Source: an optimization exercise on an open RTL-to-GDS flow (aim: small area and a short achievable clock period). Production flows keep margins and buffers that such runs may drop. In this exercise RTL edits were held to simulation tests only and were not proved equivalent to the original. Power and IR drop assume default switching activity.

## flow/constraint.sdc

```tcl
create_clock -name core_clock -period 17.0 [get_ports {CLK_MIPS}]
set_input_delay 3.4000 -clock core_clock [delete_from_list [all_inputs] [get_ports {CLK_MIPS}]]
set_output_delay 3.4000 -clock core_clock [all_outputs]
set_load 0.01 [all_outputs]
```

## flow/run.sh

```bash
#!/bin/bash
# synth_recipe.tcl (not shown) runs the flow's synth.tcl, then flattens the netlist and writes it again
# the make line also repeats each setting of config.mk as NAME=value (left out here)
make -C /OpenROAD-flow-scripts/flow DESIGN_CONFIG=/design/flow/config.mk WORK_HOME=/design/flow/orfs CLKGATE_MAP_FILE= SYNTH_SCRIPT=/design/flow/synth_recipe.tcl finish
```

## flow/config.mk

```make
export PLATFORM = sky130hd
export DESIGN_NAME = MIPS
export DESIGN_NICKNAME = MIPS
export VERILOG_FILES = /design/flow/design.v
export SDC_FILE = /design/flow/constraint.sdc
export NUM_CORES = 4
export LEC_CHECK = 0
export CAP_MARGIN = 20
export CORE_MARGIN = 2
export CORE_UTILIZATION = 30
export PLACE_DENSITY = 0.5
export SLEW_MARGIN = 20
```

## flow/design.v

```verilog
module ALU (
    input  [31:0] SrcA, SrcB,
    input         Sub, IsAlu,
    input  [2:0]  Funct3,
    output [31:0] ALUResult, Sum
);
    wire [31:0] B = SrcB ^ {32{Sub}};
    wire [32:0] S = {SrcA, Sub} + {B, Sub};
    assign Sum = S[32:1];
    wire        Big = |SrcB[31:5];
    wire        Left = ~Funct3[2];
    wire [31:0] ARev;
    genvar i;
    generate
        for (i = 0; i < 32; i = i + 1) begin : rev
            assign ARev[i] = SrcA[31-i];
        end
    endgenerate
    wire [31:0] ShIn = Left ? ARev : SrcA;
    wire [31:0] ShOut = ShIn >> SrcB[4:0];
    wire [31:0] ShRev;
    generate
        for (i = 0; i < 32; i = i + 1) begin : rev2
            assign ShRev[i] = ShOut[31-i];
        end
    endgenerate
    wire selAdd = ~IsAlu | (Funct3 == 3'b000) | (Funct3[2:1] == 2'b01);
    wire selShl = IsAlu & (Funct3 == 3'b001) & ~Big;
    wire selShr = IsAlu & (Funct3 == 3'b101) & ~Big;
    wire selXor = IsAlu & (Funct3 == 3'b100);
    wire selOr  = IsAlu & (Funct3 == 3'b110);
    wire selAnd = IsAlu & (Funct3 == 3'b111);
    assign ALUResult = ({32{selAdd}} & Sum)
                     | ({32{selShl}} & ShRev)
                     | ({32{selShr}} & ShOut)
                     | ({32{selXor}} & (SrcA ^ SrcB))
                     | ({32{selOr}}  & (SrcA | SrcB))
                     | ({32{selAnd}} & (SrcA & SrcB));
endmodule
module Control_unit (
    input  [6:0] OP,
    input  [2:0] funct3,
    input        funct7,
    output       RegWrite, MemWrite, ALUSrc, ResultSrc, Sub, IsAlu, Halt, Branch
);
    assign RegWrite = (OP == 7'b0000011) | (OP == 7'b0110011) | (OP == 7'b0010011);
    assign MemWrite = (OP == 7'b0100011);
    assign Branch   = (OP == 7'b1100011);
    assign Halt     = (OP == 7'b0000000);
    assign ResultSrc = ~OP[4];                     
    assign ALUSrc    = ~OP[5] | (~OP[4] & ~OP[6]);  
    assign IsAlu     = OP[4];                      
    assign Sub       = OP[6] | (OP[5] & OP[4] & (funct3 == 3'b000) & funct7);
endmodule
module Register_file (
    input  [4:0]  A1, A2, A3,
    input  [31:0] WD3,
    input         CLK, WE3, reset,
    output reg [31:0] RD1, RD2
);
    reg [1023:0] regs;
    reg [31:0]   valid;
    wire [31:0]  we = WE3 ? (32'd1 << A3) : 32'd0;
    genvar g;
    generate
        for (g = 0; g < 32; g = g + 1) begin : r
            always @(posedge CLK)
                if (we[g]) regs[32*g +: 32] <= WD3;
            always @(posedge CLK or negedge reset)
                if (!reset)     valid[g] <= 1'b0;
                else if (we[g]) valid[g] <= 1'b1;
        end
    endgenerate
    wire [31:0] s1 = valid & (32'd1 << A1);
    wire [31:0] s2 = valid & (32'd1 << A2);
    integer i;
    always @(*) begin
        RD1 = 32'd0;
        RD2 = 32'd0;
        for (i = 0; i < 32; i = i + 1) begin
            RD1 = RD1 | ({32{s1[i]}} & regs[32*i +: 32]);
            RD2 = RD2 | ({32{s2[i]}} & regs[32*i +: 32]);
        end
    end
endmodule
module PC_Register (
    input         clk, areset, load, PCSrc,
    input  [31:0] ImmB,
    output reg [31:0] PC
);
    wire [31:0] PC_next = PCSrc ? PC + ImmB : PC + 32'd4;
    always @(posedge clk or negedge areset)
        if (!areset)   PC <= 32'd0;
        else if (load) PC <= PC_next;
endmodule
module MIPS (
    input  [31:0] instr, ReadData,
    input         CLK_MIPS, reset_MIPS,
    output [31:0] ALUResult_MIPS, PC_MIPS,
    output [31:0] WriteData_MIPS,
    output        MemWrite_MIPS
);
    wire [6:0] op = instr[6:0];
    wire [2:0] f3 = instr[14:12];
    wire RegWrite, MemWrite, ALUSrc, ResultSrc, Sub, IsAlu, Halt, Branch;
    Control_unit U1 (
        .OP(op), .funct3(f3), .funct7(instr[30]),
        .RegWrite(RegWrite), .MemWrite(MemWrite), .ALUSrc(ALUSrc),
        .ResultSrc(ResultSrc), .Sub(Sub), .IsAlu(IsAlu),
        .Halt(Halt), .Branch(Branch)
    );
    wire [31:0] RD1, RD2, ALUResult, Sum;
    wire [31:0] Result = ResultSrc ? ReadData : ALUResult;
    Register_file U2 (
        .A1(instr[19:15]), .A2(instr[24:20]), .A3(instr[11:7]),
        .WD3(Result), .CLK(CLK_MIPS), .WE3(RegWrite), .reset(reset_MIPS),
        .RD1(RD1), .RD2(RD2)
    );
    wire [31:0] ImmIS = {{20{instr[31]}}, instr[31:25],
                         op[5] ? instr[11:7] : instr[24:20]};
    wire [31:0] SrcB = ALUSrc ? ImmIS : RD2;
    ALU U3 (
        .SrcA(RD1), .SrcB(SrcB), .Sub(Sub), .IsAlu(IsAlu), .Funct3(f3),
        .ALUResult(ALUResult), .Sum(Sum)
    );
    wire Zero = ~|Sum;
    reg PCSrc;
    always @(*) begin
        case (f3)
            3'b000:  PCSrc = Branch & Zero;
            3'b001:  PCSrc = Branch & ~Zero;
            3'b100:  PCSrc = Branch & Sum[31];
            default: PCSrc = 1'b0;
        endcase
    end
    wire [31:0] ImmB = {{20{instr[31]}}, instr[7], instr[30:25], instr[11:8], 1'b0};
    PC_Register U4 (
        .clk(CLK_MIPS), .areset(reset_MIPS), .load(~Halt),
        .PCSrc(PCSrc), .ImmB(ImmB), .PC(PC_MIPS)
    );
    assign ALUResult_MIPS = ALUResult;
    assign WriteData_MIPS = RD2;
    assign MemWrite_MIPS  = MemWrite;
endmodule
```

==> summary.md, run 1 <==
| Metric | Value |
|---|---|
| Min-Delay Path Class | reg2reg |
| Setup violations, final | 0 |
| Core area | about 180000 um2 |
| DR DRC count | 0 |
| Final core occ | between 30% and 40% |
| CP Capture Type | primary output |
| Max-slew violation count | 0 |
| Cells resized by post-CTS repair | 0 |
| Post-Syn Nets | ~4600 |
| Root Driver | clkbuf_16 |
| Total CTS buffers | 114 |
| Cell taking the most area after synthesis | edfxtp_1 |
| VDD IR-drop max | ~0.091 mV |
| Cell Area, Synth | 54800 um2 |
| Max incr delay on CP | 1260 ps |
| GRT Overall Usage | 31.1% |
| FILL cells | 17534 |
| Detailed Route Iter0 Violations | 10887 |
| Postcts setup bufs | 0 |
| Worst-Skew Late Latency | 810 ps |
| Top-count cell post-synth | edfxtp_1 |
| Setup total negative slack | 0 ps |
| Netlist cell types | 94 |
| FFs w/ async S/R, synth | 5.80% |
| Crit path time final | 15470 ps |
| Most used flip-flop cell after synthesis | edfxtp_1 |
| Fmax | 64.7 MHz |
| Die X | 431 um |
| Gate Count Post-Synth | around 4400 |
| Ports | 163 |
| Power Density | 102 nW/um2 |
| TritonRoute pass-1 iters | 12 |
| Largest net degree at the start of global routing | 64 |
| Register area | 32300 um2 |
| Vias in the first global route | 45293 |
| Relative slew slack | 10.8% |
| Area grow syn2layout | 16.1% |
| Worst Path Required | 13600 ps |
| Layout cells sized above 1 | 12.2% |
| Cell seen most often among critical-path stages | o21ai_0 |
| Multi-input gate area | about 21000 um2 |
| CP Launch Type | input pin |
| Top cells by count, synth | 1024 x edfxtp_1, 867 x a22oi_1, 206 x nand2_1, 191 x nor2_1, 180 x clkbuf_1 |
| Slew at the pin closest to its max-slew limit | about 1300 ps |
| Setup CP Type | in2out |
| First-pass GRT wire length | 397000 um |
| Vias per cell | 6.93 |
| Critical Path AT | 12070 ps |
| Vias after detailed routing | 48597 |
| DRT Wirelength | between 200000 and 300000 um |
| GR Overflow Total | 0 |
| Gp weighted congestion | 0.986 |
| Die Y | 431 um |
| Die Area | 186000 um2 |
| Clock Sinks | 1087 |
| Wire per inst | between 40 and 50 um |
| # rows | 156 |
| Depth of the CTS H-tree | 3 |
| FF+latch count, synth | 1087 |
| Final worst slack | 1530 ps |
| Hold Buf Count CTS | 0 |
| Clock transition at path regs | about 60 ps |
| CTS Buffer Depth | 3 |
| DRT antenna net count | 0 |
| Crit share post-route | 91.0% |
| Final Skew | 78.1 ps |
| Synth top area cells | edfxtp_1 56%, a22oi_1 12%, dfrtp_1 2.9%, ha_1 2.9%, mux2i_1 1.8% |
| Share of Yosys cell area claimed by the top area cell type | 56.1% |
| Register area share after synthesis | 59.0% |
| EDFF count, synth | 1024 |
| Port-buffer cells | approximately 160 |
| Final hold slack | 483 ps |
| Final count of hold timing violations | 0 |
| Leakage power | 21.2 nW |
| Antenna violations before repair | 19 |
| Syn. warnings | 3 |
| Nets@finish | approximately 4700 |
| Setup slack at placement | 2060 ps |
| Outcome | no timing/DRC/antenna violations |
| RSZ-0062 raised after global routing | false |
| Crit path max fanout | 21 |
| CTS tree | yes |
| Final HPWL DP | 180000 um |
| Max Cap Viol | 0 |
| CP max-delay cell | and4_2 |
| Initial cell density of the core | between 30% and 40% |
| Syn_area_per_cell | ~12 um2 |
| Worst path cell trace | clkdlybuf4s50_1, nor2b_1, and4_2, buf_4, a22oi_1, nand2_1, nor3_1, nand4_1, mux2_2, mux2_2, xnor2_1, ha_1, nand4_1, a211oi_1, a21boi_1, o21ai_0, o22ai_1, o2111ai_1, and3_1, or2_2, o21ai_0, xnor2_1, o21ai_0, clkdlybuf4s50_1 |
==> per-stage QoR <==
stage          cell area [um2]  cells  total power, W
6_report                 63600   7011         0.00647
3_3_place_gp             59600   6784         0.00384
5_1_grt                  63600   7005         0.00663
2_1_floorplan            54800   4413         0.00353
4_1_cts                  63500   6998         0.00645
3_5_place_dp             59600   6784         0.00385
==> state kept, by name (all words and copies together), names as in the netlist <==
signal    flops
U4.PC        31
U2.regs    1024
U2.valid     32
==> layout make-up <==
class	instances	area share, %
Multi-Input combinational cell	2913	33.3
Sequential cell	1087	50.8
Tap cell	2370	4.66
Timing Repair Buffer	321	4.46
Inverter	95	0.561
Clock inverter	82	1.54
Antenna cell	11	0.0433
Clock buffer	132	4.62
==> power by group <==
part           total [W]  leakage, nW  internal [W]  switching, W
sequential       0.00305         9.70       0.00301     0.0000426
clock            0.00266         1.89       0.00151       0.00116
combinational   0.000755         9.60      0.000265      0.000490
total            0.00647         21.2       0.00478       0.00169
==> logic make-up (layout without fill, tap and decap cells) <==
group	Yosys count	in the layout	synth area share, %
AOI/OAI and AO/OA	1413	1413	19.3
and+or+nand+nor	1127	1127	10.9
DFF	1087	1087	59.0
buffers and inverters	413	630	3.08
muxes	162	162	3.46
adders and majority gates	127	127	2.91
xor gates and xnor gates	83	83	1.33
other	1	12	0.00685
==> layout by cell type (no fill, tap or decap), types with 48 or more instances in the layout <==
cell type        synthesis  routed
nand4_1                148     148
a222oi_1                50      50
clkdlybuf4s50_1          0     158
ha_1                   126     126
and3_2                   0      52
a21oi_1                 96      95
clkbuf_16                0     114
a221oi_1                48      48
inv_1                   90      90
nand2_1                206     206
dfrtp_1                 63      63
edfxtp_1              1024    1024
nor3_1                  70      70
nor2_1                 191     154
buf_4                    8     157
nand3_1                171     171
xnor2_1                 68      68
o21ai_0                 64      63
a22oi_1                867     867
mux2i_1                 97      96
==> worst paths after layout <==
path | cells after the start | slack (ps) | start | to
worst max-delay path | 24 | 1530 | instr[23] | ALUResult_MIPS[28]
worst min register to register | 1 | 480 | U4.PC[31] | U4.PC[31]
worst min-delay path | 1 | 480 | U4.PC[31] | U4.PC[31]
max in group asynchronous | 2 | 13520 | reset_MIPS | U2.valid[17]
min in group asynchronous | 2 | 2870 | reset_MIPS | U4.PC[16]
worst max register to register | 29 | 8140 | U2.valid[15] | U4.PC[23]
==> layer usage <==
| layer | global-route usage [%] | share of wire, % | vias to the layer above |
|---|---|---|---|
| met5 | 1.74 | 0.23 | - |
| li1 | - | - | 18281 |
| met3 | 13.3 | 16 | 1561 |
| met1 | 38.7 | 35 | 23794 |
| met4 | 19.1 | 8.4 | 35 |
| met2 | 44.3 | 40 | 4926 |
==> critical path: cells and delay by family <==
family                   cells  cell delay, ps
AND/OR/NAND/NOR              8            3170
buffers and inverters        3            1990
XOR/XNOR                     2             270
AO/OA/AOI/OAI                8            2130
multiplexers                 2             640
adder cells (fa/ha/maj)      1             410
==> run 2: changes to the inputs <==
--- a/flow/config.mk
+++ b/flow/config.mk
@@ -7,2 +7,3 @@
 export LEC_CHECK = 0
+export ABC_CLOCK_PERIOD_IN_PS = 2500
 export CAP_MARGIN = 20
@@ -11,2 +12,3 @@
 export PLACE_DENSITY = 0.5
+export SETUP_SLACK_MARGIN = 5
 export SLEW_MARGIN = 20
==> summary.md, run 2 <==
| Metric | Value |
|---|---|
| Total CTS buffers | 116 (was 114) |
| Syn_area_per_cell | 12.4 um2 (unchanged) |
| Max Cap Viol | 0 (unchanged) |
| Power Density | 95.2 nW/um2 (was 102 nW/um2) |
| GRT Overall Usage | 32.9% (was 31.1%) |
| Vias per cell | 6.95 (was 6.93) |
| Pwr Total | 0.00662 W (was 0.00647 W) |
| Final Skew | 112 ps (was 78.1 ps) |
| GR Overflow Total | 0 (unchanged) |
| Largest net degree at the start of global routing | 64 (unchanged) |
| FF+latch count, synth | 1087 (unchanged) |
| Register area share after synthesis | 59.0% (unchanged) |
| Cell taking the most area after synthesis | edfxtp_1 (unchanged) |
| DR DRC count | 0 (unchanged) |
| Vias in the first global route | 47705 (was 45293) |
| Layout cells sized above 1 | 24.7% (was 12.2%) |
| Die Area | 186000 um2 (unchanged) |
| Cell Area, Synth | 54800 um2 (unchanged) |
| Setup violations, final | 0 (unchanged) |
| Detailed Route Iter0 Violations | 10798 (was 10887) |
| Setup CP Type | in2out (unchanged) |
| Die Y | 431 um (unchanged) |
| Final worst slack | 4860 ps (was 1530 ps) |
| Min-Delay Path Class | reg2reg (unchanged) |
| Initial cell density of the core | 30.2% (unchanged) |
| Top Registers | U2.regs: 1024 flops, U2.valid: 32 flops, U4.PC: 31 flops (unchanged) |
| Clock transition at path regs | 60 ps (about the same) |
| Crit share post-route | 71.4% (was 91.0%) |
| First-pass GRT wire length | 419000 um (was 397000 um) |
| DRT antenna net count | 0 (unchanged) |
| CTS Buffer Depth | 3 (unchanged) |
| Post-Syn Nets | 4606 (unchanged) |
| Nets@finish | 5102 (was 4725) |
| Port-buffer cells | 161 (unchanged) |
| Gp weighted congestion | 0.985 (was 0.986) |
| Core area | 181000 um2 (unchanged) |
| Outcome | no timing/DRC/antenna violations (unchanged) |
| Most used flip-flop cell after synthesis | edfxtp_1 (unchanged) |
| Antenna violations before repair | 25 (was 19) |
| Clock Sinks | 1087 (unchanged) |
| Final count of hold timing violations | 0 (unchanged) |
| Crit path time final | 12140 ps (was 15470 ps) |
| Wire per inst | 43.2 um (was 42.7 um) |
| Vias after detailed routing | 51423 (was 48597) |
| Biggest register | U2.regs (unchanged) |
| Max FFs per register | 1024 (unchanged) |
| FFs w/ async S/R, synth | 5.80% (unchanged) |
| Hold Buf Count CTS | 0 (unchanged) |
| Crit path max fanout | 16 (was 21) |
| Depth of the CTS H-tree | 3 (unchanged) |
| Most common cell after layout, fill and taps aside | edfxtp_1 (unchanged) |
| Fmax | 82.3 MHz (was 64.7 MHz) |
| Root Driver | clkbuf_16 (unchanged) |
| Multi-input gate area | 23100 um2 (was 21200 um2) |
| CP Capture Type | primary output (unchanged) |
| Area grow syn2layout | 27.0% (was 16.1%) |
| Relative slew slack | 19.0% (was 10.8%) |
| Syn. warnings | 3 (unchanged) |
| TritonRoute pass-1 iters | 13 (was 12) |
| VDD IR-drop max | 0.0938 mV (was 0.0913 mV) |
| DRT Wirelength | 320000 um (was 300000 um) |
| Placed cell area | 59700 um2 (was 59600 um2) |
| Commonest cells after routing, fill and taps aside | 1024 x edfxtp_1, 853 x a22oi_1, 414 x buf_4 (was 1024 x edfxtp_1, 867 x a22oi_1, 206 x nand2_1) |
| CTS tree | yes (unchanged) |
| Final HPWL DP | 181000 um (was 180000 um) |
| Max-slew violation count | 0 (unchanged) |
| Slew at the pin closest to its max-slew limit | 1220 ps (was 1340 ps) |
| Final Cell Area | 69600 um2 (was 63600 um2) |
| Worst Path Required | 13600 ps (about the same) |
| Ports | 163 (unchanged) |
| Gate Count Post-Synth | 4413 (unchanged) |
| Top-count cell post-synth | edfxtp_1 (unchanged) |
| Leakage power | 24.0 nW (was 21.2 nW) |
| Share of Yosys cell area claimed by the top area cell type | 56.1% (unchanged) |
| Register area | 32300 um2 (unchanged) |
| RSZ-0062 raised after global routing | true (was false) |
| # rows | 156 (unchanged) |
| Top cells by count, synth | 1024 x edfxtp_1, 867 x a22oi_1, 206 x nand2_1, 191 x nor2_1, 180 x clkbuf_1 (unchanged) |
| Netlist cell types | 94 (unchanged) |
| Die X | 431 um (unchanged) |
| Setup total negative slack | 0 ps (unchanged) |
| Critical Path AT | 8740 ps (was 12070 ps) |
| CP Launch Type | input pin (unchanged) |
| Worst-Skew Late Latency | 820 ps (was 810 ps) |
| FILL cells | 17293 (was 17534) |
| EDFF count, synth | 1024 (unchanged) |
| Synth top area cells | edfxtp_1 56%, a22oi_1 12%, dfrtp_1 2.9%, ha_1 2.9%, mux2i_1 1.8% (unchanged) |
| Final hold slack | 466 ps (was 483 ps) |
| Setup slack at placement | 2310 ps (was 2060 ps) |
-- run 2: cell counts after synthesis --
No cell type changed its count.
-- run 2: final timing paths --
path / startpoint / endpoint / slack (ps) / cells after the start
hold reg to reg: U4.PC[31] / U4.PC[31] / 470 / 1
hold / removal: U4.PC[31] / U4.PC[31] / 470 / 1
min in group asynchronous: reset_MIPS / U4.PC[17] / 2830 / 2
setup reg to reg: U2.valid[4] / U4.PC[5] / 7580 / 51
setup / recovery: instr[21] / ALUResult_MIPS[27] / 4860 / 23
max in group asynchronous: reset_MIPS / U2.valid[18] / 13500 / 2
-- run 2: layout make-up --
class / instances / area share (%)
Clock inverter: 89 / 1.44
Sequential cell: 1087 / 46.5
Multi-Input combinational cell: 2920 / 33.2
Inverter: 95 / 0.523
Timing Repair inverter: 1 / 0.00720
Clock buffer: 131 / 4.25
Tap cell: 2370 / 4.26
Antenna cell: 13 / 0.0468
Timing Repair Buffer: 688 / 9.77
-- run 2: critical path, cell delays in order --
cell,delay (ps)
buf_6,210
nor3b_4,410
buf_4,290
and3_2,620
a22oi_1,220
nand3_1,140
nor3_1,70
nand3_1,230
mux2i_4,140
xnor2_1,150
ha_1,390
a21o_1,260
nand2_1,120
nand2b_1,110
a21o_1,230
nand2_1,70
nand2_1,130
o211a_1,300
o21ai_2,180
a21oi_1,100
or3_1,390
a221o_1,370
buf_2,170
-- run 2: metrics by stage --
stage	util, %	instances
2_1_floorplan	-	4413
3_3_place_gp	33.0	6793
3_5_place_dp	33.0	6793
4_1_cts	37.6	7302
5_1_grt	38.4	7384
6_report	38.4	7394
-- run 2: where the power goes --
| group | switching, W | internal (W) |
|---|---|---|
| Clock | 0.00118 | 0.00149 |
| Sequential | 0.0000451 | 0.00301 |
| Combinational | 0.000545 | 0.000349 |
-- run 2: logic make-up (layout without fill, tap and decap cells) --
family	Yosys count	count (layout)	synth area share [%]
adders and majority gates	127	127	2.91
buffers and inverters	413	1004	3.08
muxes	162	163	3.46
AOI/OAI and AO/OA	1413	1414	19.3
and+or+nand+nor	1127	1132	10.9
other	1	14	0.00685
xor gates and xnor gates	83	83	1.33
DFF	1087	1087	59.0
-- run 2: routing by layer --
metal	vias to the layer above	track usage [%]	routed length [um]	share of wire [%]
li1	19041	-	-	-
met1	25025	39.3	107000	34
met2	5463	46.4	126000	39
met3	1844	15.5	53100	17
met4	50	23.3	32200	10
met5	-	0.911	625	0.20
-- run 2: what timing repair did --
| action | in CTS | in global routing |
|---|---|---|
| endpoints found under the setup margin | 54 | 63 |
| gates resized for setup | 528 | 156 |
| buffers inserted | 269 | 73 |
| cloned | 20 | 6 |
| pin swaps | 150 | 122 |
==> run 3: changes to the inputs <==
--- a/flow/design.v
+++ b/flow/design.v
@@ -90,3 +90,11 @@
 );
-    wire [31:0] PC_next = PCSrc ? PC + ImmB : PC + 32'd4;
+    wire [18:0] Hi   = PC[31:13];
+    wire [18:0] HiP1 = Hi + 19'd1;
+    wire [18:0] HiM1 = Hi - 19'd1;
+    wire [13:0] Lo4  = {1'b0, PC[12:0]} + 14'd4;
+    wire [13:0] LoB  = {1'b0, PC[12:0]} + {1'b0, ImmB[12:0]};
+    wire        Sign = ImmB[12];
+    wire [18:0] HiB  = Sign ? (LoB[13] ? Hi : HiM1) : (LoB[13] ? HiP1 : Hi);
+    wire [18:0] Hi4  = Lo4[13] ? HiP1 : Hi;
+    wire [31:0] PC_next = PCSrc ? {HiB, LoB[12:0]} : {Hi4, Lo4[12:0]};
     always @(posedge clk or negedge areset)
==> flow/flow/run.sh (new file) <==
#!/bin/bash
# Own flow: the standard layout (standard.sh), with these make settings
# given after the standard flow's own so that they take precedence:
#  - synthesis: no full/half-adder cells (ADDER_MAP_FILE empty), so that abc
#    sees the adders' timing, and abc's mapping script replaced by
#    flow/abc_speed.script (delay-targeted map with area recovery). The flow
#    scripts are copied unchanged apart from that one abc script.
#  - port buffers are buf_2 (the default pick is a delay cell), and the
#    resizer may change a cell's footprint, so it can size them up
#  - CTS without dummy loads, with clkbuf_16 clusters of up to 32 sinks
#    within 70 um
set -euo pipefail
cd "$(dirname "$0")/.."
W=$(pwd)
rm -rf "$W/scripts_mod"
cp -r "$FLOW_HOME/scripts" "$W/scripts_mod"
cp "$W/flow/abc_speed.script" "$W/scripts_mod/abc_speed.script"
bash standard.sh \
  "SCRIPTS_DIR=$W/scripts_mod" \
  "ADDER_MAP_FILE=" \
  "BUFFER_PORTS_ARGS=-buffer_cell sky130_fd_sc_hd__buf_2" \
  "MATCH_CELL_FOOTPRINT=0" \
  "CTS_ARGS=-sink_clustering_enable -repair_clock_nets -dont_use_dummy_load -buf_list sky130_fd_sc_hd__clkbuf_16 -sink_clustering_size 32 -sink_clustering_max_diameter 70" \
  finish > flow_standard.log 2>&1
==> flow/flow/abc_speed.script (new file) <==
strash
dch -f
map -D 3500
topo
stime -c
buffer -c
upsize -c -D 3500
dnsize -c -D 3500
==> flow/standard.sh (new file) <==
#!/bin/bash
# synth_recipe.tcl (not shown) runs the flow's synth.tcl, then flattens the netlist and writes it again
# the make line also repeats each setting of config.mk as NAME=value (left out here)
make -C /OpenROAD-flow-scripts/flow DESIGN_CONFIG=/design/flow/config.mk WORK_HOME=/design/flow/orfs CLKGATE_MAP_FILE= SYNTH_SCRIPT=/design/flow/synth_recipe.tcl "${@:-finish}"
--- a/flow/config.mk
+++ b/flow/config.mk
@@ -7,7 +7,6 @@
 export LEC_CHECK = 0
-export ABC_CLOCK_PERIOD_IN_PS = 2500
 export CAP_MARGIN = 20
 export CORE_MARGIN = 2
-export CORE_UTILIZATION = 30
-export PLACE_DENSITY = 0.5
+export CORE_UTILIZATION = 35
+export PLACE_DENSITY = 0.55
 export SETUP_SLACK_MARGIN = 5
removed: flow/run.sh
==> summary.md, run 3 <==
| Metric | Value |
|---|---|
| Outcome | no timing/DRC/antenna violations (unchanged) |
| Critical Path AT | 8710 ps (was 8740 ps) |
| FF+latch count, synth | 1087 (unchanged) |
| Share of Yosys cell area claimed by the top area cell type | 57.1% (was 56.1%) |
| DRT Wirelength | 296000 um (was 320000 um) |
| Syn_area_per_cell | 10.8 um2 (was 12.4 um2) |
| Relative slew slack | 20.0% (was 19.0%) |
| Final HPWL DP | 178000 um (was 181000 um) |
| DR DRC count | 0 (unchanged) |
| Clock Sinks | 1087 (unchanged) |
| Gp weighted congestion | 1.02 (was 0.985) |
| Max incr delay on CP | 510 ps (was 620 ps) |
| Vias in the first global route | 46317 (was 47705) |
| Top cells by count, synth | 1024 x edfxtp_1, 821 x nand2_1, 700 x a22oi_1, 407 x nor2_1, 311 x inv_1 (was 1024 x edfxtp_1, 867 x a22oi_1, 206 x nand2_1, 191 x nor2_1, 180 x clkbuf_1) |
| Final worst slack | 4890 ps (was 4860 ps) |
| Crit path time final | 12110 ps (was 12140 ps) |
| First-pass GRT wire length | 391000 um (was 419000 um) |
| Layout cells sized above 1 | 16.8% (was 24.7%) |
| FFs w/ async S/R, synth | 5.80% (unchanged) |
| Cell taking the most area after synthesis | edfxtp_1 (unchanged) |
| Setup violations, final | 0 (unchanged) |
| Worst path cell trace | buf_2, inv_2, nor2_1, inv_1, nor3_2, buf_6, buf_6, a22oi_1, nand4_1, nor2_1, nand3_1, clkinvlp_4, o21ai_0, o21ai_0, nand2_1, o21ai_0, nand2_1, nand2_1, nand2_1, o21ai_0, o21ai_0, a221oi_2, o21ai_0, buf_2 (was buf_6, nor3b_4, buf_4, and3_2, a22oi_1, nand3_1, nor3_1, nand3_1, mux2i_4, xnor2_1, ha_1, a21o_1, nand2_1, nand2b_1, a21o_1, nand2_1, nand2_1, o211a_1, o21ai_2, a21oi_1, or3_1, a221o_1, buf_2) |
| Vias per cell | 6.85 (was 6.95) |
| Max FFs per register | 1024 (unchanged) |
| Port-buffer cells | 161 (unchanged) |
| Min-Delay Path Class | reg2reg (unchanged) |
| Depth of the CTS H-tree | 3 (unchanged) |
| Gate Count Post-Synth | 4989 (was 4413) |
| Hold Buf Count CTS | 0 (unchanged) |
| Clock transition at path regs | 60 ps (about the same) |
| Synth top area cells | edfxtp_1 57%, a22oi_1 9.8%, nand2_1 5.7%, dfrtp_1 2.9%, nor2_1 2.8% (was edfxtp_1 56%, a22oi_1 12%, dfrtp_1 2.9%, ha_1 2.9%, mux2i_1 1.8%) |
| Biggest register | U2.regs (unchanged) |
| Max-slew violation count | 0 (unchanged) |
| FILL cells | 14626 (was 17293) |
| Setup CP Type | in2out (unchanged) |
| Fmax | 82.6 MHz (was 82.3 MHz) |
| EDFF count, synth | 1024 (unchanged) |
| CP Launch Type | input pin (unchanged) |
| Final count of hold timing violations | 0 (unchanged) |
| Power Density | 100 nW/um2 (was 95.2 nW/um2) |
| Fin cells | 7313 (was 7394) |
| Final Skew | 110 ps (was 112 ps) |
| Antenna violations before repair | 26 (was 25) |
| TritonRoute pass-1 iters | 7 (was 13) |
| Reg2reg setup slack | 8780 ps (was 7580 ps) |
| # rows | 143 (was 156) |
| Top-count cell post-synth | edfxtp_1 (unchanged) |
| VDD IR-drop max | 0.0709 mV (was 0.0938 mV) |
| CTS tree | yes (unchanged) |
| Buf/Inv on CP | 7 (was 3) |
| Detailed Route Iter0 Violations | 9103 (was 10798) |
| Top delay family on crit path | compound AO/OA/AOI/OAI gates (was simple AND/OR/NAND/NOR gates) |
| Die Y | 396 um (was 431 um) |
| Crit path max fanout | 17 (was 16) |
| Worst-Skew Late Latency | 740 ps (was 820 ps) |
| CTS Buffer Depth | 3 (unchanged) |
| Nets@finish | 5331 (was 5102) |
| Cell seen most often among critical-path stages | o21ai_0 (was nand2_1) |
| Most used flip-flop cell after synthesis | edfxtp_1 (unchanged) |
| Top Registers | U2.regs: 1024 flops, U2.valid: 32 flops, U4.PC: 31 flops (unchanged) |
| Initial cell density of the core | 35.3% (was 30.2%) |
| Ports | 163 (unchanged) |
| DRT antenna net count | 0 (unchanged) |
| Crit share post-route | 71.2% (was 71.4%) |
| Syn. warnings | 3 (unchanged) |
| Wire per inst | 40.5 um (was 43.2 um) |
| Die X | 396 um (was 431 um) |
| Largest net degree at the start of global routing | 64 (unchanged) |
| Setup slack at placement | 3120 ps (was 2310 ps) |
| Most common cell after layout, fill and taps aside | edfxtp_1 (unchanged) |
| Worst Path Required | 13600 ps (about the same) |
| CP Capture Type | primary output (unchanged) |
| RSZ-0062 raised after global routing | true (unchanged) |
| Commonest cells after routing, fill and taps aside | 1024 x edfxtp_1, 809 x nand2_1, 696 x a22oi_1 (was 1024 x edfxtp_1, 853 x a22oi_1, 414 x buf_4) |
| Cell Area, Synth | 53900 um2 (was 54800 um2) |
| Area grow syn2layout | 15.7% (was 27.0%) |
| Post-Syn Nets | 5055 (was 4606) |
| GR Overflow Total | 0 (unchanged) |
| GRT Overall Usage | 36.4% (was 32.9%) |
| Core area | 152000 um2 (was 181000 um2) |
| Netlist cell types | 82 (was 94) |
| Max Cap Viol | 0 (unchanged) |
| Setup total negative slack | 0 ps (unchanged) |
| Slew at the pin closest to its max-slew limit | 1200 ps (was 1220 ps) |
| CP max-delay cell | nor3_2 (was and3_2) |
| Root Driver | clkbuf_16 (unchanged) |
| Leakage power | 21.8 nW (was 24.0 nW) |
| Placed insts | 7087 (was 6793) |
| Register area share after synthesis | 60.0% (was 59.0%) |
| Die Area | 157000 um2 (was 186000 um2) |
| Total CTS buffers | 73 (was 116) |
| Vias after detailed routing | 50068 (was 51423) |
run 3: cell types whose count changed after synthesis, moves of 62 or more:
cell,delta
a22oi_1,-167
mux2i_1,-96
nand2_1,+615
nand3_1,-78
and3_1,-73
o21ai_0,+193
a21oi_1,+62
inv_1,+221
ha_1,-126
nor2_1,+216
run 3: layout make-up:
class	count	area, um2	area share [%]
diodes	20	50.0	0.0803
clock buffers	73	1830	2.93
inverters	349	1540	2.46
multi-input cells	3277	20200	32.4
flip-flops and latches	1087	32300	51.9
well taps	2030	2540	4.07
repair buffers	476	3870	6.21
repair inverters	1	8.76	0.0140
run 3: report_power, final:
group          total [W]  internal [W]  leakage (nW)  switching (W)
sequential       0.00310       0.00308          9.87      0.0000133
clock            0.00167      0.000762         0.900       0.000910
combinational    0.00147      0.000381          11.0        0.00109
total            0.00624       0.00422          21.8        0.00202
run 3: through the flow:
| stage | total power (W) | util [%] | hold slack (ps) | instance area (um2) |
|---|---|---|---|---|
| CTS | 0.00611 | 40.0 | 502 | 61000 |
| global route | 0.00637 | 40.9 | 545 | 62300 |
| global placement | 0.00445 | 37.9 | 482 | 57800 |
| floorplan | 0.00385 | - | 440 | 53900 |
| detailed placement | 0.00445 | 37.9 | 488 | 57800 |
| finish | 0.00624 | 40.9 | 502 | 62300 |
run 3: cells by family (layout without fill, tap and decap cells):
| group | Yosys count | after routing | synth area share (%) |
|---|---|---|---|
| multiplexers | 1 | 1 | 0.0186 |
| adder cells (fa/ha/maj) | 1 | 1 | 0.0186 |
| AND/OR/NAND/NOR | 1692 | 1693 | 14.2 |
| AO/OA/AOI/OAI | 1490 | 1490 | 19.3 |
| XOR/XNOR | 91 | 91 | 1.59 |
| buffers and inverters | 626 | 899 | 4.89 |
| flip-flops | 1087 | 1087 | 60.0 |
| other | 1 | 21 | 0.00696 |
run 3: repair_timing:
item | in CTS | in global routing
setup endpoints to repair | 50 | 30
gates cloned | 2 | 4
pin swaps | 36 | 30
setup buffers | 72 | 51
gates resized for setup | 209 | 191
run 3: final timing paths:
| check | start | to | cells past startpoint |
|---|---|---|---|
| max in group asynchronous | reset_MIPS | U2.valid[0] | 2 |
| worst min register to register | U4.PC[1] | U4.PC[1] | 1 |
| worst max register to register | U2.valid[13] | U4.PC[29] | 27 |
| min in group asynchronous | reset_MIPS | U4.PC[24] | 2 |
| worst max-delay path | instr[18] | ALUResult_MIPS[21] | 24 |
| worst min-delay path | U4.PC[1] | U4.PC[1] | 1 |
run 3: per-layer routing:
layer  part of all wire [%]  global-route usage, %
met1                     32                   41.7
met2                     42                   54.6
met3                     15                   13.4
met4                     10                   29.1
met5                  0.047                      0
==> run 4: changes to the inputs <==
--- a/flow/design.v
+++ b/flow/design.v
@@ -73,5 +73,7 @@
     endgenerate
-    wire [31:0] s1 = valid & (32'd1 << A1);
-    wire [31:0] s2 = valid & (32'd1 << A2);
-    integer i;
+    wire [7:0] lo1 = 8'd1 << A1[2:0], lo2 = 8'd1 << A2[2:0];
+    wire [3:0] hi1 = 4'd1 << A1[4:3], hi2 = 4'd1 << A2[4:3];
+    reg  [31:0] g1 [0:3];
+    reg  [31:0] g2 [0:3];
+    integer h, l;
     always @(*) begin
@@ -79,5 +81,11 @@
         RD2 = 32'd0;
-        for (i = 0; i < 32; i = i + 1) begin
-            RD1 = RD1 | ({32{s1[i]}} & regs[32*i +: 32]);
-            RD2 = RD2 | ({32{s2[i]}} & regs[32*i +: 32]);
+        for (h = 0; h < 4; h = h + 1) begin
+            g1[h] = 32'd0;
+            g2[h] = 32'd0;
+            for (l = 0; l < 8; l = l + 1) begin
+                g1[h] = g1[h] | ({32{lo1[l] & valid[8*h+l]}} & regs[32*(8*h+l) +: 32]);
+                g2[h] = g2[h] | ({32{lo2[l] & valid[8*h+l]}} & regs[32*(8*h+l) +: 32]);
+            end
+            RD1 = RD1 | ({32{hi1[h]}} & g1[h]);
+            RD2 = RD2 | ({32{hi2[h]}} & g2[h]);
         end
--- a/flow/flow/run.sh
+++ b/flow/flow/run.sh
@@ -10,3 +10,4 @@
 #  - CTS without dummy loads, with clkbuf_16 clusters of up to 32 sinks
-#    within 70 um
+#    within 60 um
+#  - setup margin 5.5 ns for the resizer's timing repair
 set -euo pipefail
@@ -22,3 +23,4 @@
   "MATCH_CELL_FOOTPRINT=0" \
-  "CTS_ARGS=-sink_clustering_enable -repair_clock_nets -dont_use_dummy_load -buf_list sky130_fd_sc_hd__clkbuf_16 -sink_clustering_size 32 -sink_clustering_max_diameter 70" \
+  "SETUP_SLACK_MARGIN=5.5" \
+  "CTS_ARGS=-sink_clustering_enable -repair_clock_nets -dont_use_dummy_load -buf_list sky130_fd_sc_hd__clkbuf_16 -sink_clustering_size 32 -sink_clustering_max_diameter 60" \
   finish > flow_standard.log 2>&1
==> summary.md, run 4 <==
| Metric | Value |
|---|---|
| Outcome | no timing/DRC/antenna violations (unchanged) |
| Depth of the CTS H-tree | 3 (unchanged) |
| TritonRoute pass-1 iters | 9 (was 7) |
| Clock transition at path regs | 40 ps (was 60 ps) |
| CTS Buffer Depth | 3 (unchanged) |
| CP Capture Type | primary output (unchanged) |
| Top cells by count, synth | 1099 x a22oi_1, 1024 x edfxtp_1, 615 x nand2_1, 352 x nor2_1, 243 x nand4_1 (was 1024 x edfxtp_1, 821 x nand2_1, 700 x a22oi_1, 407 x nor2_1, 311 x inv_1) |
| Crit share post-route | 68.0% (was 71.2%) |
| Vias after detailed routing | 45949 (was 50068) |
| Crit path max fanout | 32 (was 17) |
| Final worst slack | 5440 ps (was 4890 ps) |
| CTS tree | yes (unchanged) |
| Vias per cell | 6.58 (was 6.85) |
| Worst-Skew Late Latency | 730 ps (was 740 ps) |
| Setup total negative slack | 0 ps (unchanged) |
| Setup CP Type | in2out (unchanged) |
| Die X | 395 um (was 396 um) |
| Gp weighted congestion | 0.999 (was 1.02) |
| VDD IR-drop max | 0.0775 mV (was 0.0709 mV) |
| Top Registers | U2.regs: 1024 flops, U2.valid: 32 flops, U4.PC: 31 flops (unchanged) |
| Share of Yosys cell area claimed by the top area cell type | 57.5% (was 57.1%) |
| Min-Delay Path Class | reg2reg (unchanged) |
| Register area share after synthesis | 60.4% (was 60.0%) |
| Max Cap Viol | 0 (unchanged) |
| Syn_area_per_cell | 11.2 um2 (was 10.8 um2) |
| Initial cell density of the core | 35.2% (was 35.3%) |
| Total CTS buffers | 87 (was 73) |
| FF+latch count, synth | 1087 (unchanged) |
| Top-count cell post-synth | a22oi_1 (was edfxtp_1) |
| Cell taking the most area after synthesis | edfxtp_1 (unchanged) |
| Vias in the first global route | 43444 (was 46317) |
| RSZ-0062 raised after global routing | true (unchanged) |
| Final hold slack | 526 ps (was 502 ps) |
| DR DRC count | 0 (unchanged) |
| Clock Sinks | 1087 (unchanged) |
| Commonest cells after routing, fill and taps aside | 1061 x a22oi_1, 1024 x edfxtp_1, 580 x nand2_1 (was 1024 x edfxtp_1, 809 x nand2_1, 696 x a22oi_1) |
| Core area | 152000 um2 (about the same) |
| Pwr Total | 0.00640 W (was 0.00624 W) |
| Die Y | 395 um (was 396 um) |
| Antenna violations before repair | 4 (was 26) |
| Final HPWL DP | 149000 um (was 178000 um) |
| Max-slew violation count | 0 (unchanged) |
| Leakage power | 20.6 nW (was 21.8 nW) |
| First-pass GRT wire length | 328000 um (was 391000 um) |
| Port-buffer cells | 161 (unchanged) |
| CP Launch Type | input pin (unchanged) |
| GR Overflow Total | 0 (unchanged) |
| Layout cells sized above 1 | 17.6% (was 16.8%) |
| Slew at the pin closest to its max-slew limit | 1090 ps (was 1200 ps) |
| Fmax | 86.5 MHz (was 82.6 MHz) |
| Setup violations, final | 0 (unchanged) |
| Critical Path AT | 8160 ps (was 8710 ps) |
| Ports | 163 (unchanged) |
| Root Driver | clkbuf_16 (unchanged) |
| Detailed Route Iter0 Violations | 7467 (was 9103) |
| Gate Count Post-Synth | 4759 (was 4989) |
| Relative slew slack | 27.0% (was 20.0%) |
| DRT Wirelength | 237000 um (was 296000 um) |
| Worst Path Required | 13600 ps (about the same) |
| Final Skew | 88.0 ps (was 110 ps) |
| Post-Syn Nets | 4825 (was 5055) |
| FFs w/ async S/R, synth | 5.80% (unchanged) |
| Power Density | 103 nW/um2 (was 100 nW/um2) |
| Biggest register | U2.regs (unchanged) |
| Final count of hold timing violations | 0 (unchanged) |
| Most common cell after layout, fill and taps aside | a22oi_1 (was edfxtp_1) |
| Area grow syn2layout | 16.0% (was 15.7%) |
| Setup slack at placement | 4150 ps (was 3120 ps) |
| Syn. warnings | 5 (was 3) |
| Die Area | 156000 um2 (was 157000 um2) |
| Nets@finish | 5024 (was 5331) |
| DRT antenna net count | 0 (unchanged) |
| GRT Overall Usage | 29.2% (was 36.4%) |
| Synth top area cells | edfxtp_1 57%, a22oi_1 15%, nand2_1 4.3%, dfrtp_1 2.9%, nand4_1 2.8% (was edfxtp_1 57%, a22oi_1 9.8%, nand2_1 5.7%, dfrtp_1 2.9%, nor2_1 2.8%) |
| Largest net degree at the start of global routing | 48 (was 64) |
| Netlist cell types | 67 (was 82) |
| Most used flip-flop cell after synthesis | edfxtp_1 (unchanged) |
| Max FFs per register | 1024 (unchanged) |
| Crit path time final | 11560 ps (was 12110 ps) |
| EDFF count, synth | 1024 (unchanged) |
| Wire per inst | 33.9 um (was 40.5 um) |
| Cell Area, Synth | 53500 um2 (was 53900 um2) |
| # rows | 143 (unchanged) |
-- run 4: cell types whose count changed after synthesis, sizes merged, moves of 41 or more --
cell	change
nand4	+63
nand2	-201
a41o	+41
a22oi	+398
inv	-96
a221oi	-72
a22o	-55
o21ai	-75
nor3	-73
a21oi	-59
-- run 4: repair_timing --
item,in CTS,in global routing
resized for setup,224,214
hold buffers,0,0
gates cloned,3,4
pin swaps,34,56
setup buffers,48,50
setup endpoints to repair,32,31
-- run 4: logic make-up (layout without fill, tap and decap cells) --
family | after synthesis | in the layout | synth area share, %
AO/OA/AOI/OAI | 1603 | 1603 | 21.5
XOR/XNOR | 93 | 93 | 1.54
buffers and inverters | 555 | 752 | 4.48
flip-flops | 1087 | 1087 | 60.4
multiplexers | 8 | 8 | 0.150
other | 1 | 3 | 0.00701
AND/OR/NAND/NOR | 1412 | 1412 | 11.9
-- run 4: through the flow --
| step | utilization, % | std cells | instance area (um2) |
|---|---|---|---|
| 2_1_floorplan | - | 4759 | 53500 |
| 3_3_place_gp | 37.6 | 6792 | 57100 |
| 3_5_place_dp | 37.6 | 6793 | 57100 |
| 4_1_cts | 39.9 | 6931 | 60600 |
| 5_1_grt | 40.8 | 6987 | 62000 |
| 6_report | 40.8 | 6988 | 62000 |
-- run 4: worst max-delay path, stage by stage --
cell and delay [ps]:
clkbuf_4 190, clkinvlp_4 230, nand2_4 170, nor2_4 40, buf_4 330, a22oi_1 350, nand4_1 240, nand2_1 310
nand3_2 290, nand2_1 120, o21ai_0 160, o21ai_1 310, buf_4 160, nand2_1 40, nand2_1 80, nor2_1 60
a31oi_1 220, nand2_1 70, o21ai_0 350, nand2_1 120, o21ai_1 360, o211ai_1 270, buf_2 210
-- run 4: area by class of cell --
cell class | count | area, um2
fillers | 14296 | 89900
flip-flops and latches | 1087 | 32300
multi-input cells | 3117 | 20600
repair buffers | 412 | 3410
well taps | 2030 | 2540
clock buffers | 87 | 2180
inverters | 250 | 993
repair inverters | 3 | 20.0
diodes | 2 | 5.00
-- run 4: per-layer routing --
layer  global-route usage [%]  wire length, um  up-vias
met5                        0                0        -
met4                     13.1            12300        0
met3                     7.93            31600      671
met2                     43.0           101000     3819
met1                     40.2            91600    22594
li1                         -                -    18865
-- run 4: final timing paths --
kind,start,to,slack [ps],cells after the start
worst min-delay path,U4.PC[20],U4.PC[20],530,2
min in group asynchronous,reset_MIPS,U2.valid[29],2600,1
worst max-delay path,instr[17],ALUResult_MIPS[26],5440,23
worst max register to register,U2.valid[13],U4.PC[21],9730,32
worst min register to register,U4.PC[20],U4.PC[20],530,2
max in group asynchronous,reset_MIPS,U4.PC[5],13450,2
-- run 4: report_power, final --
| group | total (W) | internal [W] | switching, W |
|---|---|---|---|
| Combinational | 0.00151 | 0.000417 | 0.00110 |
| Sequential | 0.00309 | 0.00307 | 0.0000196 |
| Clock | 0.00180 | 0.000898 | 0.000898 |
==> run 5: changes to the inputs <==
--- a/flow/design.v
+++ b/flow/design.v
@@ -32,8 +32,8 @@
     wire selAnd = IsAlu & (Funct3 == 3'b111);
-    assign ALUResult = ({32{selAdd}} & Sum)
-                     | ({32{selShl}} & ShRev)
-                     | ({32{selShr}} & ShOut)
-                     | ({32{selXor}} & (SrcA ^ SrcB))
-                     | ({32{selOr}}  & (SrcA | SrcB))
-                     | ({32{selAnd}} & (SrcA & SrcB));
+    wire [31:0] Other = ({32{selShl}} & ShRev)
+                      | ({32{selShr}} & ShOut)
+                      | ({32{selXor}} & (SrcA ^ SrcB))
+                      | ({32{selOr}}  & (SrcA | SrcB))
+                      | ({32{selAnd}} & (SrcA & SrcB));
+    assign ALUResult = selAdd ? Sum : Other;
 endmodule
==> summary.md, run 5 <==
| Metric | Value |
|---|---|
| Power Density | 104 nW/um2 (was 103 nW/um2) |
| Syn. warnings | 5 (unchanged) |
| Largest net degree at the start of global routing | 64 (was 48) |
| Vias after detailed routing | 46230 (was 45949) |
| Crit share post-route | 67.6% (was 68.0%) |
| Power share of the clock group | 28.3% (was 28.1%) |
| CTS Buffer Depth | 3 (unchanged) |
| Ports | 163 (unchanged) |
| Setup CP Type | in2out (unchanged) |
| First-pass GRT wire length | 324000 um (was 328000 um) |
| Fmax | 87.0 MHz (was 86.5 MHz) |
| DRT antenna net count | 0 (unchanged) |
| Net Sw Power | 0.00198 W (was 0.00201 W) |
| Synth Area in Compound Gates | 20.8% (was 21.5%) |
| Die X | 395 um (about the same) |
| Synth top area cells | edfxtp_1 57%, a22oi_1 15%, nand2_1 4.4%, nand4_1 3.0%, dfrtp_1 2.9% (was edfxtp_1 57%, a22oi_1 15%, nand2_1 4.3%, dfrtp_1 2.9%, nand4_1 2.8%) |
| Post-Syn Nets | 4851 (was 4825) |
| Logic pwr share | 22.9% (was 23.6%) |
| Worst-Skew Late Latency | 740 ps (was 730 ps) |
| Max incr delay on CP | 610 ps (was 360 ps) |
| DRT Wirelength | 234000 um (was 237000 um) |
| Initial cell density of the core | 35.3% (was 35.2%) |
| VDD IR-drop max | 0.0832 mV (was 0.0775 mV) |
| Placed cell area | 57200 um2 (was 57100 um2) |
| Setup total negative slack | 0 ps (unchanged) |
| Final HPWL DP | 145000 um (was 149000 um) |
| Synthesized-area fraction occupied by adder cells | 0% (unchanged) |
| Critical Path AT | 8100 ps (was 8160 ps) |
| Layout cells sized above 1 | 16.0% (was 17.6%) |
| Total CTS buffers | 87 (unchanged) |
| Port-buffer cells | 161 (unchanged) |
| Final Skew | 111 ps (was 88.0 ps) |
| # rows | 143 (unchanged) |
| Gate Count Post-Synth | 4785 (was 4759) |
| Max-slew violation count | 0 (unchanged) |
| Wire per inst | 33.6 um (was 33.9 um) |
| Max Cap Viol | 0 (unchanged) |
| Reg2reg setup slack | 10280 ps (was 9730 ps) |
| Clock Sinks | 1087 (unchanged) |
| Cell taking the most area after synthesis | edfxtp_1 (unchanged) |
| GR Overflow Total | 0 (unchanged) |
| Die Y | 395 um (about the same) |
| Pwr Total | 0.00634 W (was 0.00640 W) |
| Detailed Route Iter0 Violations | 7744 (was 7467) |
| Root Driver | clkbuf_16 (unchanged) |
| Register area share after synthesis | 60.3% (was 60.4%) |
| Min-Delay Path Class | reg2reg (unchanged) |
| Synth Area in XOR/XNOR | 1.53% (was 1.54%) |
| Post-synthesis mux area share | 0.0560% (was 0.150%) |
| FF+latch count, synth | 1087 (unchanged) |
| Die Area | 156000 um2 (about the same) |
| Clock transition at path regs | 70 ps (was 40 ps) |
| Top cells by count, synth | 1080 x a22oi_1, 1024 x edfxtp_1, 632 x nand2_1, 370 x nor2_1, 261 x nand4_1 (was 1099 x a22oi_1, 1024 x edfxtp_1, 615 x nand2_1, 352 x nor2_1, 243 x nand4_1) |
| TritonRoute pass-1 iters | 8 (was 9) |
| DR DRC count | 0 (unchanged) |
| Register area | 32300 um2 (unchanged) |
| FILL cells | 14568 (was 14296) |
| Final count of hold timing violations | 0 (unchanged) |
| Core area | 152000 um2 (about the same) |
| Slew at the pin closest to its max-slew limit | 1100 ps (was 1090 ps) |
| Top Registers | U2.regs: 1024 flops, U2.valid: 32 flops, U4.PC: 31 flops (unchanged) |
| Relative slew slack | 26.6% (was 27.0%) |
| Main combinational cell family by area after synthesis | compound AO/OA/AOI/OAI gates (unchanged) |
| Simple-gate share of the synthesized area | 12.9% (was 11.9%) |
| Syn_area_per_cell | 11.2 um2 (about the same) |
| Biggest register | U2.regs (unchanged) |
| Max FFs per register | 1024 (unchanged) |
| CP Launch Type | input pin (unchanged) |
| Gp weighted congestion | 0.989 (was 0.999) |
| Placed insts | 6826 (was 6793) |
| Antenna violations before repair | 2 (was 4) |
| Most common cell after layout, fill and taps aside | a22oi_1 (unchanged) |
| Crit path max fanout | 32 (unchanged) |
| FFs w/ async S/R, synth | 5.80% (unchanged) |
| Final Cell Area | 61100 um2 (was 62000 um2) |
| Setup violations, final | 0 (unchanged) |
| RSZ-0062 raised after global routing | true (unchanged) |
| Vias per cell | 6.64 (was 6.58) |
| Worst path cell trace | buf_2, nor2_2, nand2_2, nor2_4, buf_12, a22oi_1, nand4_1, a22oi_1, nand2_1, nand2_1, nand4_1, or4_4, nor2_1, buf_6, clkinvlp_4, buf_4, nor3_2, a221oi_1, o2111ai_1, buf_2 (was clkbuf_4, clkinvlp_4, nand2_4, nor2_4, buf_4, a22oi_1, nand4_1, nand2_1, nand3_2, nand2_1, o21ai_0, o21ai_1, buf_4, nand2_1, nand2_1, nor2_1, a31oi_1, nand2_1, o21ai_0, nand2_1, o21ai_1, o211ai_1, buf_2) |
| Cell Area, Synth | 53600 um2 (was 53500 um2) |
| Top-count cell post-synth | a22oi_1 (unchanged) |
| Most used flip-flop cell after synthesis | edfxtp_1 (unchanged) |
| EDFF count, synth | 1024 (unchanged) |
| Outcome | no timing/DRC/antenna violations (unchanged) |
| Share of Yosys cell area claimed by the top area cell type | 57.3% (was 57.5%) |
| Sw frac | 31.3% (was 31.4%) |
| Vias in the first global route | 43136 (was 43444) |
| Worst Path Required | 13600 ps (about the same) |
| Area grow syn2layout | 13.8% (was 16.0%) |
| GRT Overall Usage | 28.8% (was 29.2%) |
| Crit path time final | 11500 ps (was 11560 ps) |
| CP max-delay cell | a22oi_1 (was o21ai_1) |
| Multi-input gate area | 20300 um2 (was 20600 um2) |
| CTS tree | yes (unchanged) |
| Flop pwr share | 48.8% (was 48.3%) |
| Depth of the CTS H-tree | 3 (unchanged) |
| Leakage power | 20.1 nW (was 20.6 nW) |
| Netlist cell types | 68 (was 67) |
| Nets@finish | 5003 (was 5024) |
| CP Capture Type | primary output (unchanged) |
| Fin cells | 6967 (was 6988) |
| Commonest cells after routing, fill and taps aside | 1053 x a22oi_1, 1024 x edfxtp_1, 603 x nand2_1 (was 1061 x a22oi_1, 1024 x edfxtp_1, 580 x nand2_1) |
| Internal power | 0.00436 W (was 0.00439 W) |
run 5: metal layers:
layer  wire length [um]  GRT usage, %  part of all wire [%]  up-vias
li1                   -             -                     -    18819
met1              89400          39.1                    38    22741
met2              97000          40.8                    41     3966
met3              33500          9.21                    14      702
met4              14500          14.8                   6.2        2
met5                  8             0                0.0034        -
run 5: logic make-up (layout without fill, tap and decap cells):
family | count (synthesis) | in the layout
AOI/OAI and AO/OA | 1569 | 1569
xor gates and xnor gates | 90 | 90
buffers and inverters | 535 | 685
DFF | 1087 | 1087
muxes | 3 | 3
other | 1 | 3
and+or+nand+nor | 1500 | 1500
run 5: worst paths after layout:
check / startpoint / to / cells after the start
setup / recovery: instr[21] / ALUResult_MIPS[21] / 20
hold / removal: U4.PC[1] / U4.PC[1] / 1
setup reg to reg: U2.valid[30] / U4.PC[26] / 29
hold reg to reg: U4.PC[1] / U4.PC[1] / 1
max in group asynchronous: reset_MIPS / U4.PC[8] / 1
min in group asynchronous: reset_MIPS / U2.valid[22] / 1
run 5: final cells by class:
class	count	area share, %
Sequential cell	1087	52.9
Multi-Input combinational cell	3163	33.2
Timing Repair Buffer	367	4.59
Tap cell	2030	4.16
Clock buffer	87	3.57
Inverter	229	1.49
Timing Repair inverter	2	0.0205
Antenna cell	2	0.00820
run 5: worst max-delay path: cells and delay by family:
kind,cells,cell delay (ps)
buffers and inverters,6,1100
AND/OR/NAND/NOR,10,2390
AO/OA/AOI/OAI,4,1130
run 5: what timing repair did:
| item | CTS | global route |
|---|---|---|
| setup endpoints to repair | 32 | 31 |
| buffers inserted | 19 | 29 |
| pin swaps | 13 | 35 |
| hold buffers | 0 | 0 |
| cloned | 1 | 3 |
| resized for setup | 122 | 212 |
run 5: stage by stage:
stage	utilization, %	setup slack (ps)	hold slack (ps)
2_1_floorplan	-	6680	449
3_3_place_gp	37.6	4320	495
3_5_place_dp	37.6	4350	503
4_1_cts	39.5	5490	514
5_1_grt	40.1	5390	535
6_report	40.1	5500	506
run 5: power by group through the flow:
stage / Clock (W) / Combinational, W / Sequential (W)
detailed placement: 0 / 0.00131 / 0.00315
floorplan: 0 / 0.000740 / 0.00315
global placement: 0 / 0.00131 / 0.00315
global route: 0.00190 / 0.00152 / 0.00309
CTS: 0.00181 / 0.00134 / 0.00309
finish: 0.00180 / 0.00145 / 0.00309
==> run 6: changes to the inputs <==
--- a/flow/flow/run.sh
+++ b/flow/flow/run.sh
@@ -11,3 +11,3 @@
 #    within 60 um
-#  - setup margin 5.5 ns for the resizer's timing repair
+#  - setup margin 5.75 ns for the resizer's timing repair
 set -euo pipefail
@@ -23,3 +23,3 @@
   "MATCH_CELL_FOOTPRINT=0" \
-  "SETUP_SLACK_MARGIN=5.5" \
+  "SETUP_SLACK_MARGIN=5.75" \
   "CTS_ARGS=-sink_clustering_enable -repair_clock_nets -dont_use_dummy_load -buf_list sky130_fd_sc_hd__clkbuf_16 -sink_clustering_size 32 -sink_clustering_max_diameter 60" \
==> summary.md, run 6 <==
| Metric | Value |
|---|---|
| Worst-Skew Late Latency | 740 ps (about the same) |
| Root Driver | clkbuf_16 (unchanged) |
| Most common cell after layout, fill and taps aside | a22oi_1 (unchanged) |
| CTS tree | yes (unchanged) |
| Netlist cell types | 68 (unchanged) |
| Logic pwr share | 24.4% (was 22.9%) |
| DR DRC count | 0 (unchanged) |
| Fin cells | 7073 (was 6967) |
| Post-Syn Nets | 4851 (unchanged) |
| Worst Hold Launch | U4.PC[1] (unchanged) |
| Depth of the CTS H-tree | 3 (unchanged) |
| Min-Delay Path Class | reg2reg (unchanged) |
| Setup total negative slack | 0 ps (unchanged) |
| Final core occ | 41.7% (was 40.1%) |
| Gate Count Post-Synth | 4785 (unchanged) |
| DRT Wirelength | 244000 um (was 234000 um) |
| Sw frac | 31.7% (was 31.3%) |
| Post-synthesis mux area share | 0.0560% (unchanged) |
| Synth Area in Compound Gates | 20.8% (unchanged) |
| Vias in the first global route | 43226 (was 43136) |
| Final HPWL DP | 145000 um (unchanged) |
| Net Sw Power | 0.00205 W (was 0.00198 W) |
| Power share of the clock group | 27.8% (was 28.3%) |
| Clock Sinks | 1087 (unchanged) |
| Relative slew slack | 26.2% (was 26.6%) |
| GR Overflow Total | 0 (unchanged) |
| Initial cell density of the core | 35.3% (unchanged) |
| Gp weighted congestion | 0.989 (unchanged) |
| Final hold slack | 507 ps (was 506 ps) |
| # rows | 143 (unchanged) |
| Crit share post-route | 66.9% (was 67.6%) |
| Antenna violations before repair | 4 (was 2) |
| Fmax | 87.9 MHz (was 87.0 MHz) |
| CP Capture Type | primary output (unchanged) |
| Synth top area cells | edfxtp_1 57%, a22oi_1 15%, nand2_1 4.4%, nand4_1 3.0%, dfrtp_1 2.9% (unchanged) |
| Nets@finish | 5107 (was 5003) |
| Crit path max fanout | 14 (was 32) |
| Placed insts | 6826 (unchanged) |
| Slew at the pin closest to its max-slew limit | 1100 ps (about the same) |
| Total CTS buffers | 87 (unchanged) |
| Synthesized-area fraction occupied by adder cells | 0% (unchanged) |
| Ports | 163 (unchanged) |
| GRT Overall Usage | 28.8% (about the same) |
| Share of Yosys cell area claimed by the top area cell type | 57.3% (unchanged) |
| VDD IR-drop max | 0.0823 mV (was 0.0832 mV) |
| EDFF count, synth | 1024 (unchanged) |
| Cell Area, Synth | 53600 um2 (unchanged) |
| FFs w/ async S/R, synth | 5.80% (unchanged) |
| Cell taking the most area after synthesis | edfxtp_1 (unchanged) |
| Setup CP Type | in2out (unchanged) |
| Area grow syn2layout | 18.3% (was 13.8%) |
| Most used flip-flop cell after synthesis | edfxtp_1 (unchanged) |
| Final count of hold timing violations | 0 (unchanged) |
| Max Cap Viol | 0 (unchanged) |
| CP Launch Type | input pin (unchanged) |
| Commonest cells after routing, fill and taps aside | 1029 x a22oi_1, 1024 x edfxtp_1, 573 x nand2_1 (was 1053 x a22oi_1, 1024 x edfxtp_1, 603 x nand2_1) |
| Worst path cell trace | clkbuf_4, inv_4, nor2_4, nand2_4, nor2_4, buf_12, buf_4, a22oi_1, nand4_1, a22oi_1, nand2_1, nand2_1, nand2_1, nor4_4, nand4_1, or4_4, nor2_4, buf_6, clkinvlp_4, buf_12, o22ai_4, nor4_2, mux2i_1, buf_2 (was buf_2, nor2_2, nand2_2, nor2_4, buf_12, a22oi_1, nand4_1, a22oi_1, nand2_1, nand2_1, nand4_1, or4_4, nor2_1, buf_6, clkinvlp_4, buf_4, nor3_2, a221oi_1, o2111ai_1, buf_2) |
| Largest net degree at the start of global routing | 64 (unchanged) |
| Layout cells sized above 1 | 20.5% (was 16.0%) |
| Die Area | 156000 um2 (unchanged) |
| Top cells by count, synth | 1080 x a22oi_1, 1024 x edfxtp_1, 632 x nand2_1, 370 x nor2_1, 261 x nand4_1 (unchanged) |
| Hold Buf Count CTS | 0 (unchanged) |
| Max FFs per register | 1024 (unchanged) |
| Buf/Inv on CP | 8 (was 6) |
| Vias after detailed routing | 47106 (was 46230) |
| Max incr delay on CP | 570 ps (was 610 ps) |
| Wire per inst | 34.5 um (was 33.6 um) |
| Power Density | 102 nW/um2 (was 104 nW/um2) |
| Critical Path AT | 7970 ps (was 8100 ps) |
| Outcome | no timing/DRC/antenna violations (unchanged) |
| DRT antenna net count | 0 (unchanged) |
| Synth Area in XOR/XNOR | 1.53% (unchanged) |
| Final Skew | 105 ps (was 111 ps) |
| Die Y | 395 um (unchanged) |
| FF+latch count, synth | 1087 (unchanged) |
| Setup violations, final | 0 (unchanged) |
| Syn. warnings | 5 (unchanged) |
| Core area | 152000 um2 (unchanged) |
| Leakage power | 21.1 nW (was 20.1 nW) |
| Top Registers | U2.regs: 1024 flops, U2.valid: 32 flops, U4.PC: 31 flops (unchanged) |
| Top-count cell post-synth | a22oi_1 (unchanged) |
| Biggest register | U2.regs (unchanged) |
| Syn_area_per_cell | 11.2 um2 (unchanged) |
| RSZ-0062 raised after global routing | true (unchanged) |
| Max-slew violation count | 0 (unchanged) |
| Worst Path Required | 13600 ps (about the same) |
| Flop pwr share | 47.8% (was 48.8%) |
| Crit path time final | 11370 ps (was 11500 ps) |
| TritonRoute pass-1 iters | 9 (was 8) |
| Clock transition at path regs | 80 ps (was 70 ps) |
| Top delay family on crit path | simple AND/OR/NAND/NOR gates (unchanged) |
| Internal power | 0.00442 W (was 0.00436 W) |
| Vias per cell | 6.66 (was 6.64) |
| CTS Buffer Depth | 3 (unchanged) |
| Detailed Route Iter0 Violations | 8344 (was 7744) |
| Worst flop-to-flop path startpoint | U2.valid[20] (was U2.valid[30]) |
| Register area share after synthesis | 60.3% (unchanged) |
| Simple-gate share of the synthesized area | 12.9% (unchanged) |
| Die X | 395 um (unchanged) |
| Main combinational cell family by area after synthesis | compound AO/OA/AOI/OAI gates (unchanged) |
| Port-buffer cells | 161 (unchanged) |
| CP max-delay cell | or4_4 (was a22oi_1) |
| Worst Setup SP | instr[20] (was instr[21]) |
| First-pass GRT wire length | 325000 um (was 324000 um) |
[run 6: final cells by class]
class | count | area (um2)
sequential | 1087 | 32300
inverter | 229 | 936
tap | 2030 | 2540
fill | 14354 | 88600
timing repair buffer | 471 | 4260
antenna | 4 | 10.0
timing repair inverter | 2 | 12.5
clock buffer | 87 | 2180
multi-input combinational | 3163 | 21200
[run 6: path summary, 6_finish.rpt]
| check | to | slack (ps) | depth (start not counted) |
|---|---|---|---|
| max in group asynchronous | U4.PC[8] | 13530 | 1 |
| max | ALUResult_MIPS[26] | 5630 | 24 |
| min in group asynchronous | U2.valid[22] | 2810 | 1 |
| max reg2reg | U4.PC[26] | 10490 | 31 |
| min reg2reg | U4.PC[1] | 510 | 1 |
| min | U4.PC[1] | 510 | 1 |
[run 6: power groups by stage]
| stage | Clock [W] | Combinational [W] | Sequential [W] |
|---|---|---|---|
| 6_report | 0.00180 | 0.00158 | 0.00309 |
| 3_3_place_gp | 0 | 0.00131 | 0.00315 |
| 5_1_grt | 0.00190 | 0.00165 | 0.00309 |
| 4_1_cts | 0.00181 | 0.00137 | 0.00309 |
| 2_1_floorplan | 0 | 0.000740 | 0.00315 |
| 3_5_place_dp | 0 | 0.00131 | 0.00315 |
[run 6: cells by family (layout without fill, tap and decap cells)]
| family | after synthesis | in the layout |
|---|---|---|
| compound gates | 1569 | 1569 |
| xor+xnor | 90 | 90 |
| buf+inv | 535 | 789 |
| flops | 1087 | 1087 |
| mux | 3 | 3 |
| other cells | 1 | 5 |
| simple gates | 1500 | 1500 |
[run 6: routing by layer]
| metal | part of all wire, % | vias to the layer above | routed length (um) | track usage, % |
|---|---|---|---|---|
| li1 | - | 19048 | - | - |
| met1 | 37 | 23206 | 90800 | 39.2 |
| met2 | 41 | 4130 | 101000 | 40.9 |
| met3 | 15 | 714 | 37500 | 9.32 |
| met4 | 6.0 | 8 | 14600 | 15.0 |
| met5 | 0.030 | - | 73 | 0 |
[run 6: timing repair]
action,in CTS,in global routing
resized for setup,241,406
buffers inserted,26,105
endpoints found under the setup margin,32,32
pin swaps,25,125
gates cloned,2,23
[run 6: per-stage QoR]
step | instance area, um2 | setup slack (ps) | total power, W
2_1_floorplan | 53600 | 6680 | 0.00389
3_3_place_gp | 57200 | 4320 | 0.00446
3_5_place_dp | 57200 | 4350 | 0.00446
4_1_cts | 60500 | 5710 | 0.00627
5_1_grt | 63400 | 5650 | 0.00664
6_report | 63400 | 5630 | 0.00647

[separate check: timing with driven ports]
Ports are ideal in the flow. The routed layouts listed here were re-timed in OpenROAD. Step 1 (the two cells are an assumption about what drives the block):
set clk [get_ports {CLK_MIPS}]
set_driving_cell -lib_cell sky130_fd_sc_hd__clkbuf_16 $clk
set_driving_cell -lib_cell sky130_fd_sc_hd__buf_2 [delete_from_list [all_inputs] $clk]
Step 2 times the ports against the registers' clock, not the clock port: input delays grow and output delays shrink by t, the midpoint of the rising clock arrivals with the driver on. Three values: ideal ports, drivers, drivers and shift; two values: the first two.
| run | t, ns | setup slack, ns | latest minus earliest clock arrival (ns) | worst slew at a driven data input, ns |
|---|---|---|---|---|
| run 1 | 0.857 | 1.534 / 1.468 / 1.468 | 0.078 / 0.078 | 0.09 |
| run 2 | 0.849 | 4.855 / 4.743 / 4.333 | 0.112 / 0.112 | 0.21 |
| run 3 | 0.768 | 4.889 / 4.869 / 4.869 | 0.110 / 0.111 | 0.08 |
| run 4 | 0.759 | 5.442 / 5.396 / 5.396 | 0.088 / 0.088 | 0.09 |
| run 5 | 0.769 | 5.499 / 5.442 / 5.442 | 0.112 / 0.112 | 0.09 |
| run 6 | 0.775 | 5.626 / 5.582 / 5.582 | 0.106 / 0.106 | 0.09 |
After both steps setup and hold are still met in every run listed. For run 2, which loses most, drivers alone change the setup slack by -0.112 ns; drivers and shift together by -0.522 ns.
